This is an optimization exercise on Yosys and OpenROAD, whose aim is small area, a short achievable clock period and few clock cycles per item, not a production implementation.
Where RTL was checked, it was by simulation tests only, not by an equivalence proof against the original.
Function not checked in run 2: the RTL went through the layout flow alone.

==> flow/design.v <==
module gcd( input [31:0] a_in,
            input [31:0] b_in,
            input start,
            input reset_n,
            input clk,
            output [31:0] result,
            output done);
  localparam int M = 3;           
  logic [32:0] a, b;              
  logic        fb;                
  logic [4:0]  k;                 
  logic        h;                 
  logic        busy;
  logic        bz;                
  wire k_zero = (k == 5'd0);
  wire a_zero = (a == 33'd0);
  wire a_odd = a[0] ^ a[32];
  wire b_odd = b[0] ^ fb;
  wire [32:0] ag0 = b & a;
  wire [32:0] ap  = b ^ a;
  wire [31:0] ag  = {ag0[31:1], ag0[0] | ap[0]};
  wire cy_g0_1 = ag[1] | (ap[1] & ag[0]);
  wire cy_p0_1 = ap[1] & ap[0];
  wire cy_g0_3 = ag[3] | (ap[3] & ag[2]);
  wire cy_p0_3 = ap[3] & ap[2];
  wire cy_g0_5 = ag[5] | (ap[5] & ag[4]);
  wire cy_p0_5 = ap[5] & ap[4];
  wire cy_g0_7 = ag[7] | (ap[7] & ag[6]);
  wire cy_p0_7 = ap[7] & ap[6];
  wire cy_g0_9 = ag[9] | (ap[9] & ag[8]);
  wire cy_p0_9 = ap[9] & ap[8];
  wire cy_g0_11 = ag[11] | (ap[11] & ag[10]);
  wire cy_p0_11 = ap[11] & ap[10];
  wire cy_g0_13 = ag[13] | (ap[13] & ag[12]);
  wire cy_p0_13 = ap[13] & ap[12];
  wire cy_g0_15 = ag[15] | (ap[15] & ag[14]);
  wire cy_p0_15 = ap[15] & ap[14];
  wire cy_g0_17 = ag[17] | (ap[17] & ag[16]);
  wire cy_p0_17 = ap[17] & ap[16];
  wire cy_g0_19 = ag[19] | (ap[19] & ag[18]);
  wire cy_p0_19 = ap[19] & ap[18];
  wire cy_g0_21 = ag[21] | (ap[21] & ag[20]);
  wire cy_p0_21 = ap[21] & ap[20];
  wire cy_g0_23 = ag[23] | (ap[23] & ag[22]);
  wire cy_p0_23 = ap[23] & ap[22];
  wire cy_g0_25 = ag[25] | (ap[25] & ag[24]);
  wire cy_p0_25 = ap[25] & ap[24];
  wire cy_g0_27 = ag[27] | (ap[27] & ag[26]);
  wire cy_p0_27 = ap[27] & ap[26];
  wire cy_g0_29 = ag[29] | (ap[29] & ag[28]);
  wire cy_p0_29 = ap[29] & ap[28];
  wire cy_g0_31 = ag[31] | (ap[31] & ag[30]);
  wire cy_p0_31 = ap[31] & ap[30];
  wire cy_g1_3 = cy_g0_3 | (cy_p0_3 & cy_g0_1);
  wire cy_p1_3 = cy_p0_3 & cy_p0_1;
  wire cy_g1_7 = cy_g0_7 | (cy_p0_7 & cy_g0_5);
  wire cy_p1_7 = cy_p0_7 & cy_p0_5;
  wire cy_g1_11 = cy_g0_11 | (cy_p0_11 & cy_g0_9);
  wire cy_p1_11 = cy_p0_11 & cy_p0_9;
  wire cy_g1_15 = cy_g0_15 | (cy_p0_15 & cy_g0_13);
  wire cy_p1_15 = cy_p0_15 & cy_p0_13;
  wire cy_g1_19 = cy_g0_19 | (cy_p0_19 & cy_g0_17);
  wire cy_p1_19 = cy_p0_19 & cy_p0_17;
  wire cy_g1_23 = cy_g0_23 | (cy_p0_23 & cy_g0_21);
  wire cy_p1_23 = cy_p0_23 & cy_p0_21;
  wire cy_g1_27 = cy_g0_27 | (cy_p0_27 & cy_g0_25);
  wire cy_p1_27 = cy_p0_27 & cy_p0_25;
  wire cy_g1_31 = cy_g0_31 | (cy_p0_31 & cy_g0_29);
  wire cy_p1_31 = cy_p0_31 & cy_p0_29;
  wire cy_g2_7 = cy_g1_7 | (cy_p1_7 & cy_g1_3);
  wire cy_p2_7 = cy_p1_7 & cy_p1_3;
  wire cy_g2_15 = cy_g1_15 | (cy_p1_15 & cy_g1_11);
  wire cy_p2_15 = cy_p1_15 & cy_p1_11;
  wire cy_g2_23 = cy_g1_23 | (cy_p1_23 & cy_g1_19);
  wire cy_p2_23 = cy_p1_23 & cy_p1_19;
  wire cy_g2_31 = cy_g1_31 | (cy_p1_31 & cy_g1_27);
  wire cy_p2_31 = cy_p1_31 & cy_p1_27;
  wire cy_g3_15 = cy_g2_15 | (cy_p2_15 & cy_g2_7);
  wire cy_p3_15 = cy_p2_15 & cy_p2_7;
  wire cy_g3_31 = cy_g2_31 | (cy_p2_31 & cy_g2_23);
  wire cy_p3_31 = cy_p2_31 & cy_p2_23;
  wire cy_g4_31 = cy_g3_31 | (cy_p3_31 & cy_g3_15);
  wire cy_p4_31 = cy_p3_31 & cy_p3_15;
  wire cy_g5_23 = cy_g2_23 | (cy_p2_23 & cy_g3_15);
  wire cy_p5_23 = cy_p2_23 & cy_p3_15;
  wire cy_g6_11 = cy_g1_11 | (cy_p1_11 & cy_g2_7);
  wire cy_p6_11 = cy_p1_11 & cy_p2_7;
  wire cy_g6_19 = cy_g1_19 | (cy_p1_19 & cy_g3_15);
  wire cy_p6_19 = cy_p1_19 & cy_p3_15;
  wire cy_g6_27 = cy_g1_27 | (cy_p1_27 & cy_g5_23);
  wire cy_p6_27 = cy_p1_27 & cy_p5_23;
  wire cy_g7_5 = cy_g0_5 | (cy_p0_5 & cy_g1_3);
  wire cy_p7_5 = cy_p0_5 & cy_p1_3;
  wire cy_g7_9 = cy_g0_9 | (cy_p0_9 & cy_g2_7);
  wire cy_p7_9 = cy_p0_9 & cy_p2_7;
  wire cy_g7_13 = cy_g0_13 | (cy_p0_13 & cy_g6_11);
  wire cy_p7_13 = cy_p0_13 & cy_p6_11;
  wire cy_g7_17 = cy_g0_17 | (cy_p0_17 & cy_g3_15);
  wire cy_p7_17 = cy_p0_17 & cy_p3_15;
  wire cy_g7_21 = cy_g0_21 | (cy_p0_21 & cy_g6_19);
  wire cy_p7_21 = cy_p0_21 & cy_p6_19;
  wire cy_g7_25 = cy_g0_25 | (cy_p0_25 & cy_g5_23);
  wire cy_p7_25 = cy_p0_25 & cy_p5_23;
  wire cy_g7_29 = cy_g0_29 | (cy_p0_29 & cy_g6_27);
  wire cy_p7_29 = cy_p0_29 & cy_p6_27;
  wire cy_g8_2 = ag[2] | (ap[2] & cy_g0_1);
  wire cy_p8_2 = ap[2] & cy_p0_1;
  wire cy_g8_4 = ag[4] | (ap[4] & cy_g1_3);
  wire cy_p8_4 = ap[4] & cy_p1_3;
  wire cy_g8_6 = ag[6] | (ap[6] & cy_g7_5);
  wire cy_p8_6 = ap[6] & cy_p7_5;
  wire cy_g8_8 = ag[8] | (ap[8] & cy_g2_7);
  wire cy_p8_8 = ap[8] & cy_p2_7;
  wire cy_g8_10 = ag[10] | (ap[10] & cy_g7_9);
  wire cy_p8_10 = ap[10] & cy_p7_9;
  wire cy_g8_12 = ag[12] | (ap[12] & cy_g6_11);
  wire cy_p8_12 = ap[12] & cy_p6_11;
  wire cy_g8_14 = ag[14] | (ap[14] & cy_g7_13);
  wire cy_p8_14 = ap[14] & cy_p7_13;
  wire cy_g8_16 = ag[16] | (ap[16] & cy_g3_15);
  wire cy_p8_16 = ap[16] & cy_p3_15;
  wire cy_g8_18 = ag[18] | (ap[18] & cy_g7_17);
  wire cy_p8_18 = ap[18] & cy_p7_17;
  wire cy_g8_20 = ag[20] | (ap[20] & cy_g6_19);
  wire cy_p8_20 = ap[20] & cy_p6_19;
  wire cy_g8_22 = ag[22] | (ap[22] & cy_g7_21);
  wire cy_p8_22 = ap[22] & cy_p7_21;
  wire cy_g8_24 = ag[24] | (ap[24] & cy_g5_23);
  wire cy_p8_24 = ap[24] & cy_p5_23;
  wire cy_g8_26 = ag[26] | (ap[26] & cy_g7_25);
  wire cy_p8_26 = ap[26] & cy_p7_25;
  wire cy_g8_28 = ag[28] | (ap[28] & cy_g6_27);
  wire cy_p8_28 = ap[28] & cy_p6_27;
  wire cy_g8_30 = ag[30] | (ap[30] & cy_g7_29);
  wire cy_p8_30 = ap[30] & cy_p7_29;
  wire [31:0] cy_G = {cy_g4_31, cy_g8_30, cy_g7_29, cy_g8_28, cy_g6_27, cy_g8_26, cy_g7_25, cy_g8_24, cy_g5_23, cy_g8_22, cy_g7_21, cy_g8_20, cy_g6_19, cy_g8_18, cy_g7_17, cy_g8_16, cy_g3_15, cy_g8_14, cy_g7_13, cy_g8_12, cy_g6_11, cy_g8_10, cy_g7_9, cy_g8_8, cy_g2_7, cy_g8_6, cy_g7_5, cy_g8_4, cy_g1_3, cy_g8_2, cy_g0_1, ag[0]};
  wire [32:0] e = ap ^ {cy_G, 1'b1};        
  wire e_zero = &(a ^ b);                   
  wire swap = e[32] ^ b[32];                
  wire strip  = h || (!a_odd && !b_odd);    
  wire a_even = !a_odd && b_odd;
  wire odd    = a_odd && b_odd;
  logic [32:0] x;
  logic        fx;
  always_comb begin
    if (strip || a_even) begin x = a; fx = a[32]; end
    else if (odd)        begin x = e; fx = 1'b0;  end
    else                 begin x = b; fx = fb;    end
  end
  wire [3:0] xl = x[3:0] ^ {4{fx}};
  logic [32:0] xs;
  always_comb begin
    xs = {x[32], x[32:1]};
    if (strip) xs = {x[32], x[32:1]};
    else if (M >= 4 && xl[3:0] == 4'd0) xs = {{4{x[32]}}, x[32:4]};
    else if (M >= 3 && xl[2:0] == 3'd0) xs = {{3{x[32]}}, x[32:3]};
    else if (M >= 2 && xl[1:0] == 2'd0) xs = {{2{x[32]}}, x[32:2]};
  end
  wire conv = !fx && x[32] && xs[0];
  wire fin = bz || (odd && e_zero);
  assign done   = busy && fin && k_zero;
  assign result = a[31:0] ^ {32{a[32]}};
  always_ff @(posedge clk, negedge reset_n) begin
    if (!reset_n)                  busy <= 1'b0;
    else if (!busy)                busy <= start;
    else if (fin && k_zero)        busy <= 1'b0;
  end
  wire load = !busy && start;
  always_ff @(posedge clk) begin
    b  <= load ? {1'b1, ~b_in} : {xs[32:1], xs[0] & !conv};
    fb <= load | fx | conv;
  end
  always_ff @(posedge clk) begin
    if (load) begin
      a  <= {1'b0, a_in};
      k  <= '0;
      h  <= 1'b0;
      bz <= (b_in == 32'd0);
    end else if (busy && bz) begin
      if (!k_zero) begin
        a <= {a[31:0], a[32]};
        k <= k - 5'd1;
      end
    end else if (busy) begin
      bz <= odd ? e_zero : a_zero;
      if (strip) begin
        a <= b;
        h <= !h;
        if (h) k <= k + 5'd1;
      end else if (a_even || (odd && swap)) begin
        a <= b;
      end
    end
  end
endmodule
==> flow/flow/run.sh <==
#!/bin/bash
# Standard ORFS layout, with the port buffers made of the smallest buffer
# cell, a clock tree without dummy loads, and downsizing of gates off the
# critical paths after global routing.
set -euo pipefail
export BUFFER_PORTS_ARGS="-buffer_cell sky130_fd_sc_hd__buf_1"
export CTS_ARGS="-sink_clustering_enable -repair_clock_nets -dont_use_dummy_load -sink_clustering_size 80 -sink_clustering_max_diameter 400 -buf_list sky130_fd_sc_hd__clkbuf_16"
export RECOVER_POWER=100
bash standard.sh > standard_flow.log 2>&1
==> flow/standard.sh <==
#!/bin/bash
# synth_recipe.tcl (not shown) runs the flow's synth.tcl, then flattens the netlist and writes it again
# the make line also repeats each setting of config.mk as NAME=value (left out here)
make -C /OpenROAD-flow-scripts/flow DESIGN_CONFIG=/design/flow/config.mk WORK_HOME=/design/flow/orfs CLKGATE_MAP_FILE= SYNTH_SCRIPT=/design/flow/synth_recipe.tcl "${@:-finish}"
==> flow/config.mk <==
export PLATFORM = sky130hd
export DESIGN_NAME = gcd
export DESIGN_NICKNAME = gcd
export VERILOG_FILES = /design/flow/design.v
export SDC_FILE = /design/flow/constraint.sdc
export NUM_CORES = 4
export LEC_CHECK = 0
export CAP_MARGIN = 20
export CORE_MARGIN = 2
export CORE_UTILIZATION = 40
export PLACE_DENSITY = 0.6
export SETUP_SLACK_MARGIN = 0.6
export SLEW_MARGIN = 20
==> flow/constraint.sdc <==
create_clock -name core_clock -period 4.0 [get_ports {clk}]
set_input_delay 0.8000 -clock core_clock [delete_from_list [all_inputs] [get_ports {clk}]]
set_output_delay 0.8000 -clock core_clock [all_outputs]
set_load 0.01 [all_outputs]
==> results of run 1 <==
layout by cell type (no fill, tap or decap), types with 7 or more instances in the layout:
cell | Yosys | final
sky130_fd_sc_hd__xnor2_1 | 22 | 22
sky130_fd_sc_hd__ha_4 | 0 | 9
sky130_fd_sc_hd__ha_1 | 35 | 26
sky130_fd_sc_hd__buf_4 | 3 | 53
sky130_fd_sc_hd__nor2_1 | 69 | 68
sky130_fd_sc_hd__o21ai_0 | 50 | 47
sky130_fd_sc_hd__nand2_1 | 110 | 108
sky130_fd_sc_hd__a221o_1 | 11 | 11
sky130_fd_sc_hd__nor3_1 | 21 | 21
sky130_fd_sc_hd__dfxtp_1 | 41 | 38
sky130_fd_sc_hd__nand4_1 | 10 | 10
sky130_fd_sc_hd__a21oi_1 | 80 | 73
sky130_fd_sc_hd__o22ai_1 | 9 | 9
sky130_fd_sc_hd__edfxtp_1 | 33 | 33
sky130_fd_sc_hd__clkbuf_16 | 0 | 9
sky130_fd_sc_hd__inv_1 | 30 | 27
sky130_fd_sc_hd__xor2_1 | 34 | 33
sky130_fd_sc_hd__fa_1 | 17 | 13
sky130_fd_sc_hd__nand3_1 | 7 | 7
sky130_fd_sc_hd__nor4_1 | 15 | 16
sky130_fd_sc_hd__a211oi_1 | 24 | 22
sky130_fd_sc_hd__a22oi_1 | 27 | 27
sky130_fd_sc_hd__buf_1 | 8 | 99
sky130_fd_sc_hd__a21oi_2 | 2 | 7
sky130_fd_sc_hd__a31oi_1 | 10 | 10
synth_stat cells, types with 8 or more instances:
cell type                  count
sky130_fd_sc_hd__dfxtp_1      41
sky130_fd_sc_hd__nand4_1      10
sky130_fd_sc_hd__edfxtp_1     33
sky130_fd_sc_hd__inv_1        30
sky130_fd_sc_hd__xnor2_1      22
sky130_fd_sc_hd__nor2_1       69
sky130_fd_sc_hd__ha_1         35
sky130_fd_sc_hd__a211oi_1     24
sky130_fd_sc_hd__nand2_1     110
sky130_fd_sc_hd__o21ai_0      50
sky130_fd_sc_hd__a221o_1      11
sky130_fd_sc_hd__buf_1         8
sky130_fd_sc_hd__a31oi_1      10
sky130_fd_sc_hd__a21oi_1      80
sky130_fd_sc_hd__nor4_1       15
sky130_fd_sc_hd__xor2_1       34
sky130_fd_sc_hd__a22oi_1      27
sky130_fd_sc_hd__clkbuf_1     35
sky130_fd_sc_hd__fa_1         17
sky130_fd_sc_hd__nor3_1       21
sky130_fd_sc_hd__o22ai_1       9
registers in the layout, summed over array words and instances, names as in the netlist:
| name | count |
|---|---|
| h | 1 |
| b | 33 |
| busy | 1 |
| fb | 1 |
| bz | 1 |
| k | 5 |
| a | 33 |
metal layers:
layer,global-route usage [%],vias up,wire length [um]
met5,0,-,0
met4,8.29,0,524
met3,6.11,45,1690
met2,39.3,252,9460
met1,34.1,3046,9320
li1,-,3084,-
per-stage QoR:
step,hold slack [ps],utilization (%),setup slack (ps)
2_1_floorplan,471,-,582
3_3_place_gp,485,44.8,209
3_5_place_dp,497,44.8,267
4_1_cts,208,47.9,603
5_1_grt,210,48.8,260
6_report,213,48.8,446
cells by family (layout without fill, tap and decap cells):
group	after synthesis	count (layout)	share of synthesized area [%]
flip-flops	75	75	29.0
AND/OR/NAND/NOR	259	259	18.5
buffers and inverters	81	199	5.19
XOR/XNOR	58	58	8.43
multiplexers	6	6	0.967
adder cells (fa/ha/maj)	52	52	12.3
AO/OA/AOI/OAI	253	253	25.7
worst paths after layout:
path / startpoint / end / slack (ps) / cells past startpoint
setup reg to reg: a[17]$_DFFE_PP_ / a[13]$_DFFE_PP_ / 450 / 10
setup / recovery: a[17]$_DFFE_PP_ / a[13]$_DFFE_PP_ / 450 / 10
max in group asynchronous: reset_n / busy$_DFF_PN0_ / 3670 / 1
hold reg to reg: k[4]$_SDFFE_PP0P_ / k[4]$_SDFFE_PP0P_ / 510 / 2
hold / removal: reset_n / busy$_DFF_PN0_ / 210 / 1
min in group core_clock: k[4]$_SDFFE_PP0P_ / k[4]$_SDFFE_PP0P_ / 510 / 2
critical path, cell delays in order (launching register included):
cell and delay [ps]:
sky130_fd_sc_hd__edfxtp_1 500, sky130_fd_sc_hd__ha_1 400, sky130_fd_sc_hd__a21oi_1 140, sky130_fd_sc_hd__o21ai_0 210, sky130_fd_sc_hd__a221o_1 370, sky130_fd_sc_hd__a211oi_1 450
sky130_fd_sc_hd__buf_4 220, sky130_fd_sc_hd__mux2i_1 220, sky130_fd_sc_hd__a211o_1 170, sky130_fd_sc_hd__a21o_1 140, sky130_fd_sc_hd__clkbuf_2 380
cell type report:
cell class,instances,area (um^2),area share (%)
clock buffer,9,225,2.93
inverter,31,119,1.55
multi-input combinational,628,4410,57.4
sequential,75,1840,24.0
tap,216,270,3.52
timing repair buffer,159,815,10.6
timing repair:
action                                  in CTS  in global routing
endpoints found under the hold margin        0                  0
setup buffers                               18                 12
pin swaps                                   14                 28
cloned                                       0                  0
resized for setup                           23                 28
hold buffers                                 0                  0
endpoints found under the setup margin      14                 17
==> results.rst, run 1 <==
.. list-table::
   :header-rows: 1

   * - Metric
     - Value
   * - Fin. max-slew vios
     - 19
   * - Wire length of the first global-routing pass
     - 32400 um
   * - Layout cell share with drive strength beyond 1
     - 13.2%
   * - Startpoint Class
     - register
   * - TritonCTS clock tree
     - done
   * - Placed cell count
     - 1079
   * - Starting density of the core
     - 40.3%
   * - Number of antenna violations at the first check in global routing
     - 0
   * - Post-synth EDFFs
     - 33
   * - Final period demand of the worst path
     - 3550 ps
   * - Data required time at the worst endpoint
     - 4000 ps
   * - Set of violated layout checks
     - max-capacitance violations, max-slew violations
   * - I/O pin cnt
     - 100
   * - Wirelength, routed
     - 21000 um
   * - # H-tree levels
     - 3
   * - Headroom to the max-slew limit
     - -10.1%
   * - Antenna Violating Nets Remaining
     - 0
   * - Fmax
     - 281 MHz
   * - Die Outline Area
     - 0.0169 mm^2
   * - Vias in the first global route
     - 5882
   * - Status
     - finished with violations
   * - Yosys warning count
     - 1
   * - Total nets after synthesis
     - 903
   * - Actual slew at the worst max-slew pin
     - 1650 ps
   * - Per-cell routed wire length
     - 18.8 um
   * - Post-synthesis cell type with the largest combined area
     - sky130_fd_sc_hd__edfxtp_1
   * - Count of fill cells added during filler insertion
     - 1625
   * - Proportion of register bits with asynchronous set or reset after synthesis
     - 1.33%
   * - Crit path arrival time
     - 3560 ps
   * - First-pass detailed-route iteration total
     - 8
   * - Width of the chip
     - 130 um
   * - Clock-pin slew on the worst setup and hold paths
     - 60 ps
   * - Placed Instance Area
     - 0.00704 mm^2
   * - Count of cell types in the netlist
     - 68
   * - Worst skew pair latency
     - 350 ps
   * - Number of port buffers
     - 99
   * - Initial DRC count
     - 555
   * - Post-layout nets
     - 1023
   * - Class of the tightest hold or removal check
     - in -> async
   * - Total negative slack for setup checks
     - 0 ps
   * - FF+latch count, synth
     - 75
   * - Post-synth design cell area
     - 0.00634 mm^2
   * - Mean instance size in the synthesized netlist
     - 8.08 um^2
   * - Setup Skew
     - 16.9 ps
   * - Critical Path Sink Type
     - register
   * - Final weighted congestion of routability-driven global placement
     - 0.902
   * - Antenna cells
     - 0
   * - Part of the cycle the worst path needs
     - 88.8%
   * - Root buffer cell
     - sky130_fd_sc_hd__clkbuf_16
   * - Dominant register cell in the synthesized netlist
     - sky130_fd_sc_hd__dfxtp_1
   * - Synth Instances
     - 784
   * - Maxcap violations
     - 1
   * - Largest fanout on the critical path
     - 14
   * - Number of sinks driven by the clock tree
     - 75
   * - Largest net degree at the start of global routing
     - 66
   * - Final-report setup violation count
     - 0
   * - Total via count after detailed routing
     - 6427
   * - Number of buffers on the longest clock path
     - 2
   * - Remaining global-route overflow
     - 0
   * - Number of CTS-inserted buffers
     - 9
   * - Die height
     - 130 um
   * - Overall Global Routing Usage
     - 25.1%
   * - Placeable Area
     - 0.0157 mm^2
   * - Standard-cell rows
     - 46
   * - Final hold violation count
     - 0
   * - Non-filler instance count after layout
     - 1118
   * - Crit path kind
     - reg -> reg
   * - RSZ-0062 raised after global routing
     - true
   * - Register area share after synthesis
     - 29.0%
   * - Share of the synthesized area in the top cell type
     - 15.6%
   * - Most area-consuming cells after synthesis
     - sky130_fd_sc_hd__edfxtp_1 (16%), sky130_fd_sc_hd__dfxtp_1 (13%), sky130_fd_sc_hd__ha_1 (6.9%)
   * - HPWL reported at the end of detailed placement
     - 15100 um
   * - Number of remaining DRC errors
     - 0
   * - Post-DR vias/cell
     - 5.75
   * - Area growth from synthesis to layout
     - 21.1%
   * - Post-route design area
     - 0.00767 mm^2
Testbench counts, summed over its fixed seeds: cycles 53,893, items 2,400.
==> run 2: changes to the inputs <==
--- a/flow/design.v
+++ b/flow/design.v
@@ -9,7 +9,6 @@
   logic [32:0] a, b;              
   logic        fb;                
   logic [4:0]  k;                 
-  logic        h;                 
   logic        busy;
   logic        bz;                
   wire k_zero = (k == 5'd0);
@@ -137,13 +136,13 @@
   wire [32:0] e = ap ^ {cy_G, 1'b1};        
   wire e_zero = &(a ^ b);                   
   wire swap = e[32] ^ b[32];                
-  wire strip  = h || (!a_odd && !b_odd);    
+  wire strip  = !a_odd && !b_odd;           
   wire a_even = !a_odd && b_odd;
   wire odd    = a_odd && b_odd;
   logic [32:0] x;
   logic        fx;
   always_comb begin
-    if (strip || a_even) begin x = a; fx = a[32]; end
+    if (a_even)          begin x = a; fx = a[32]; end
     else if (odd)        begin x = e; fx = 1'b0;  end
     else                 begin x = b; fx = fb;    end
   end
@@ -174,7 +173,6 @@
     if (load) begin
       a  <= {1'b0, a_in};
       k  <= '0;
-      h  <= 1'b0;
       bz <= (b_in == 32'd0);
     end else if (busy && bz) begin
       if (!k_zero) begin
@@ -182,11 +180,10 @@
         k <= k - 5'd1;
       end
     end else if (busy) begin
-      bz <= odd ? e_zero : a_zero;
+      bz <= odd ? e_zero : (a_even && a_zero);
       if (strip) begin
-        a <= b;
-        h <= !h;
-        if (h) k <= k + 5'd1;
+        a <= {a[32], a[32:1]};
+        k <= k + 5'd1;
       end else if (a_even || (odd && swap)) begin
         a <= b;
       end
==> flow/flow/run.sh (replaced) <==
#!/bin/bash
# Standard ORFS layout, with the port buffers made of the smallest buffer
# cell and a clock tree without dummy loads.
set -euo pipefail
export BUFFER_PORTS_ARGS="-buffer_cell sky130_fd_sc_hd__buf_1"
export CTS_ARGS="-sink_clustering_enable -repair_clock_nets -dont_use_dummy_load -sink_clustering_size 80 -sink_clustering_max_diameter 400 -buf_list sky130_fd_sc_hd__clkbuf_16"
bash standard.sh > standard_flow.log 2>&1
==> results.rst, run 2 <==
.. list-table::
   :header-rows: 1

   * - Metric
     - Value
   * - Register area share after synthesis
     - 27.6% (-1.3 points)
   * - Number of port buffers
     - 99 (unchanged)
   * - Count of cell types in the netlist
     - 55 (-19%)
   * - Vias in the first global route
     - 6422 (+9.2%)
   * - Cell with the biggest individual delay on the critical path
     - sky130_fd_sc_hd__edfxtp_1
   * - Critical Path Sink Type
     - register
   * - Dominant register cell in the synthesized netlist
     - sky130_fd_sc_hd__dfxtp_1
   * - Leading cell type in the layout, fill and taps excluded
     - sky130_fd_sc_hd__nand2_1
   * - Crit path arrival time
     - 3750 ps (+190 ps)
   * - Per-cell routed wire length
     - 18.9 um (+0.57%)
   * - Final period demand of the worst path
     - 3490 ps (-68.2 ps)
   * - CP peak stage delay
     - 400 ps (-100 ps)
   * - Placed cell count
     - 1159 (+7.4%)
   * - Leading cell types in the layout, fill and taps excluded
     - sky130_fd_sc_hd__nand2_1 (129), sky130_fd_sc_hd__buf_1 (98), sky130_fd_sc_hd__a21oi_1 (92)
   * - Largest registers
     - a: 33 flops, b: 33 flops, k: 5 flops
   * - Layout cell share with drive strength beyond 1
     - 14.7% (+1.5 points)
   * - Placeable Area
     - 0.0160 mm^2 (+1.8%)
   * - Status
     - complete, no violations
   * - Total negative slack for setup checks
     - 0 ps (unchanged)
   * - Fmax
     - 287 MHz (+2.0%)
   * - Post-place setup slack
     - 236 ps (-31.0 ps)
   * - Post-synth design cell area
     - 0.00657 mm^2 (+3.7%)
   * - Crit path kind
     - reg -> reg
   * - RSZ-0062 raised after global routing
     - true
   * - Share of the synthesized area in the top cell type
     - 15.1% (-0.56 points)
   * - Mean instance size in the synthesized netlist
     - 7.61 um^2 (-5.9%)
   * - Setup slack after layout
     - 514 ps (+68.2 ps)
   * - Fin. max-slew vios
     - 0 (-19)
   * - Yosys warning count
     - 1 (unchanged)
   * - Maxcap violations
     - 0 (-1)
   * - Final hold violation count
     - 0 (unchanged)
   * - First-pass detailed-route iteration total
     - 5 (-3)
   * - Number of buffers on the longest clock path
     - 2 (unchanged)
   * - TritonCTS clock tree
     - done
   * - Root buffer cell
     - sky130_fd_sc_hd__clkbuf_16
   * - Actual slew at the worst max-slew pin
     - 960 ps (-688 ps)
   * - Largest net degree at the start of global routing
     - 64 (-3.0%)
   * - Number of antenna violations at the first check in global routing
     - 0 (unchanged)
   * - I/O pin cnt
     - 100 (unchanged)
   * - Synth Instances
     - 864 (+10%)
   * - Data required time at the worst endpoint
     - 4270 ps (+270 ps)
   * - Standard-cell rows
     - 46 (unchanged)
   * - Antenna cells
     - 0 (unchanged)
   * - Number of remaining DRC errors
     - 0 (unchanged)
   * - Largest fanout on the critical path
     - 2 (-12)
   * - Final weighted congestion of routability-driven global placement
     - 0.866 (-4.0%)
   * - Clock-pin slew on the worst setup and hold paths
     - 60 ps (about the same)
   * - CP most frequent cell
     - sky130_fd_sc_hd__o21ai_1
   * - Post-layout nets
     - 1098 (+7.3%)
   * - Most area-consuming cells after synthesis
     - sky130_fd_sc_hd__edfxtp_1 (15%), sky130_fd_sc_hd__dfxtp_1 (12%), sky130_fd_sc_hd__a21oi_1 (8.2%)
   * - Most frequent cells after synthesis
     - sky130_fd_sc_hd__nand2_1 (130), sky130_fd_sc_hd__a21oi_1 (108), sky130_fd_sc_hd__o21ai_0 (100), sky130_fd_sc_hd__nor2_1 (47), sky130_fd_sc_hd__clkbuf_1 (42)
   * - Post-DR vias/cell
     - 5.84 (+1.7%)
   * - Die height
     - 132 um (+1.8%)
   * - Wire length of the first global-routing pass
     - 35000 um (+8.2%)
   * - Final hold slack
     - 197 ps (-16.1 ps)
   * - Startpoint Class
     - register
   * - Total via count after detailed routing
     - 6972 (+8.5%)
   * - Post-synth EDFFs
     - 33 (unchanged)
   * - Die Outline Area
     - 0.0175 mm^2 (+3.6%)
   * - Post-synthesis cell type with the largest combined area
     - sky130_fd_sc_hd__edfxtp_1
   * - Headroom to the max-slew limit
     - 36.0% (+46 points)
   * - Starting density of the core
     - 41.1% (+0.74 points)
   * - Number of CTS-inserted buffers
     - 9 (unchanged)
   * - Proportion of register bits with asynchronous set or reset after synthesis
     - 1.35% (+0.018 points)
   * - Post-cts hold buffer count
     - 0 (unchanged)
   * - Number of sinks driven by the clock tree
     - 74 (-1.3%)
   * - # H-tree levels
     - 3 (unchanged)
   * - Worst skew pair latency
     - 350 ps (about the same)
   * - Placed Instance Area
     - 0.00735 mm^2 (+4.4%)
   * - Class of the tightest hold or removal check
     - in -> async
   * - Most frequently used cell type in the post-synthesis netlist
     - sky130_fd_sc_hd__nand2_1
   * - Initial DRC count
     - 580 (+4.5%)
   * - Area taken by multi-input logic gates
     - 0.00474 mm^2 (+7.6%)
   * - Final-report setup violation count
     - 0 (unchanged)
   * - Crit-path cells
     - clkinv_4 -> ha_4 -> fa_2 -> nand3b_1 -> a21oi_4 -> buf_4 -> buf_6 -> nor2_2 -> o21bai_2 -> a21o_1 -> a21oi_1 -> fa_1 -> xor2_1 -> nand2_1 -> o21ai_2 -> a21oi_2 -> inv_1 -> a22oi_2 -> o21ai_1 -> o21ai_1
   * - Reg area
     - 0.00182 mm^2 (-1.2%)
   * - Post-route design area
     - 0.00809 mm^2 (+5.5%)
   * - Part of the cycle the worst path needs
     - 87.1% (-1.7 points)
   * - Area growth from synthesis to layout
     - 23.1%
   * - Width of the chip
     - 132 um (+1.8%)
   * - Remaining global-route overflow
     - 0 (unchanged)
   * - Wirelength, routed
     - 22500 um (+7.3%)
   * - Total nets after synthesis
     - 983 (+8.9%)
   * - Antenna Violating Nets Remaining
     - 0 (unchanged)
   * - FF+latch count, synth
     - 74 (-1.3%)
   * - Post-layout util
     - 50.6% (+1.7 points)
   * - Overall Global Routing Usage
     - 25.2% (+0.14 points)
   * - Count of fill cells added during filler insertion
     - 1648 (+1.4%)
   * - Register-to-register path setup slack
     - 510 ps (+70 ps)
   * - HPWL reported at the end of detailed placement
     - 15500 um (+2.7%)
   * - Non-filler instance count after layout
     - 1193 (+6.7%)
   * - Setup Skew
     - 14.6 ps (-2.32 ps)
## run 2: changes by cell type after synthesis, sizes merged, moves of 7 or more
cell    previous run  this run
nor3              22         7
clkbuf            36        43
a221o             11         0
o21ai             57       130
xnor2             24        14
nand2            111       130
o22ai              9         1
buf               14        21
o211ai             5        28
a211oi            25        15
a21oi             82       108
nor2              69        47
xor2              34        41
## run 2: per-layer routing
| layer | global-route usage (%) | part of all wire (%) |
|---|---|---|
| met3 | 3.19 | 6.9 |
| met1 | 35.7 | 46 |
| met2 | 39.6 | 45 |
| met4 | 8.96 | 2.4 |
| met5 | 0 | 0 |
## run 2: layout make-up
class	count	share of cell area, %
inverter	36	1.73
tap	216	3.34
multi-input combinational	690	58.6
clock buffer	9	2.78
timing repair buffer	168	11.1
sequential	74	22.5
## run 2: cell families (layout without fill, tap and decap cells)
| group | after synthesis | in the layout | share of synthesized area [%] |
|---|---|---|---|
| compound gates | 348 | 348 | 30.8 |
| simple gates | 228 | 228 | 14.9 |
| fa+ha+maj | 53 | 53 | 12.0 |
| buf+inv | 100 | 213 | 6.30 |
| xor+xnor | 55 | 55 | 7.44 |
| mux | 6 | 6 | 0.933 |
| flops | 74 | 74 | 27.6 |
## run 2: worst max-delay path, delay by kind of cell, from the launching register on
family,cells,cell delay [ps]
buf+inv,4,430
compound gates,9,1190
flops,1,400
fa+ha+maj,3,870
simple gates,3,350
xor+xnor,1,170
## run 2: final timing paths
| check | startpoint | endpoint | cells past startpoint |
|---|---|---|---|
| setup / recovery | a[0]$_DFFE_PP_ | b[12]$_DFF_P_ | 20 |
| hold / removal | reset_n | busy$_DFF_PN0_ | 1 |
| setup reg to reg | a[0]$_DFFE_PP_ | b[12]$_DFF_P_ | 20 |
| hold reg to reg | k[2]$_SDFFE_PP0P_ | k[2]$_SDFFE_PP0P_ | 2 |
| max in group asynchronous | reset_n | busy$_DFF_PN0_ | 1 |
| min in group core_clock | k[2]$_SDFFE_PP0P_ | k[2]$_SDFFE_PP0P_ | 2 |
## run 2: repair_timing
action / 4_1_cts / 5_1_grt
gates resized for setup: 22 / 52
buffers inserted: 18 / 7
pin swaps: 14 / 33
endpoints found under the setup margin: 15 / 53
hold endpoints to repair: 0 / 0

-- separate check: timing with driven ports --
No port has a modelled driver above. Below, the same layouts with a new extraction and two added sets of constraints. Step 1, drivers: a clkbuf_16 drives clk and a buf_2 each remaining input, both assumed. Step 2 times the ports against the registers' clock, not the clock port: input delays grow and output delays shrink by t, the midpoint of the rising clock arrivals with the driver on. a / b / c = ideal ports / drivers / drivers and shift; a / b = the first two.
run	t (ns)	slack for setup (ns)	latest minus earliest clock arrival (ns)	worst register clock-pin slew, ns
run 1	0.389	0.446 / 0.413 / 0.446	0.017 / 0.017	0.06 / 0.06
run 2	0.388	0.514 / 0.514 / 0.514	0.015 / 0.015	0.06 / 0.06
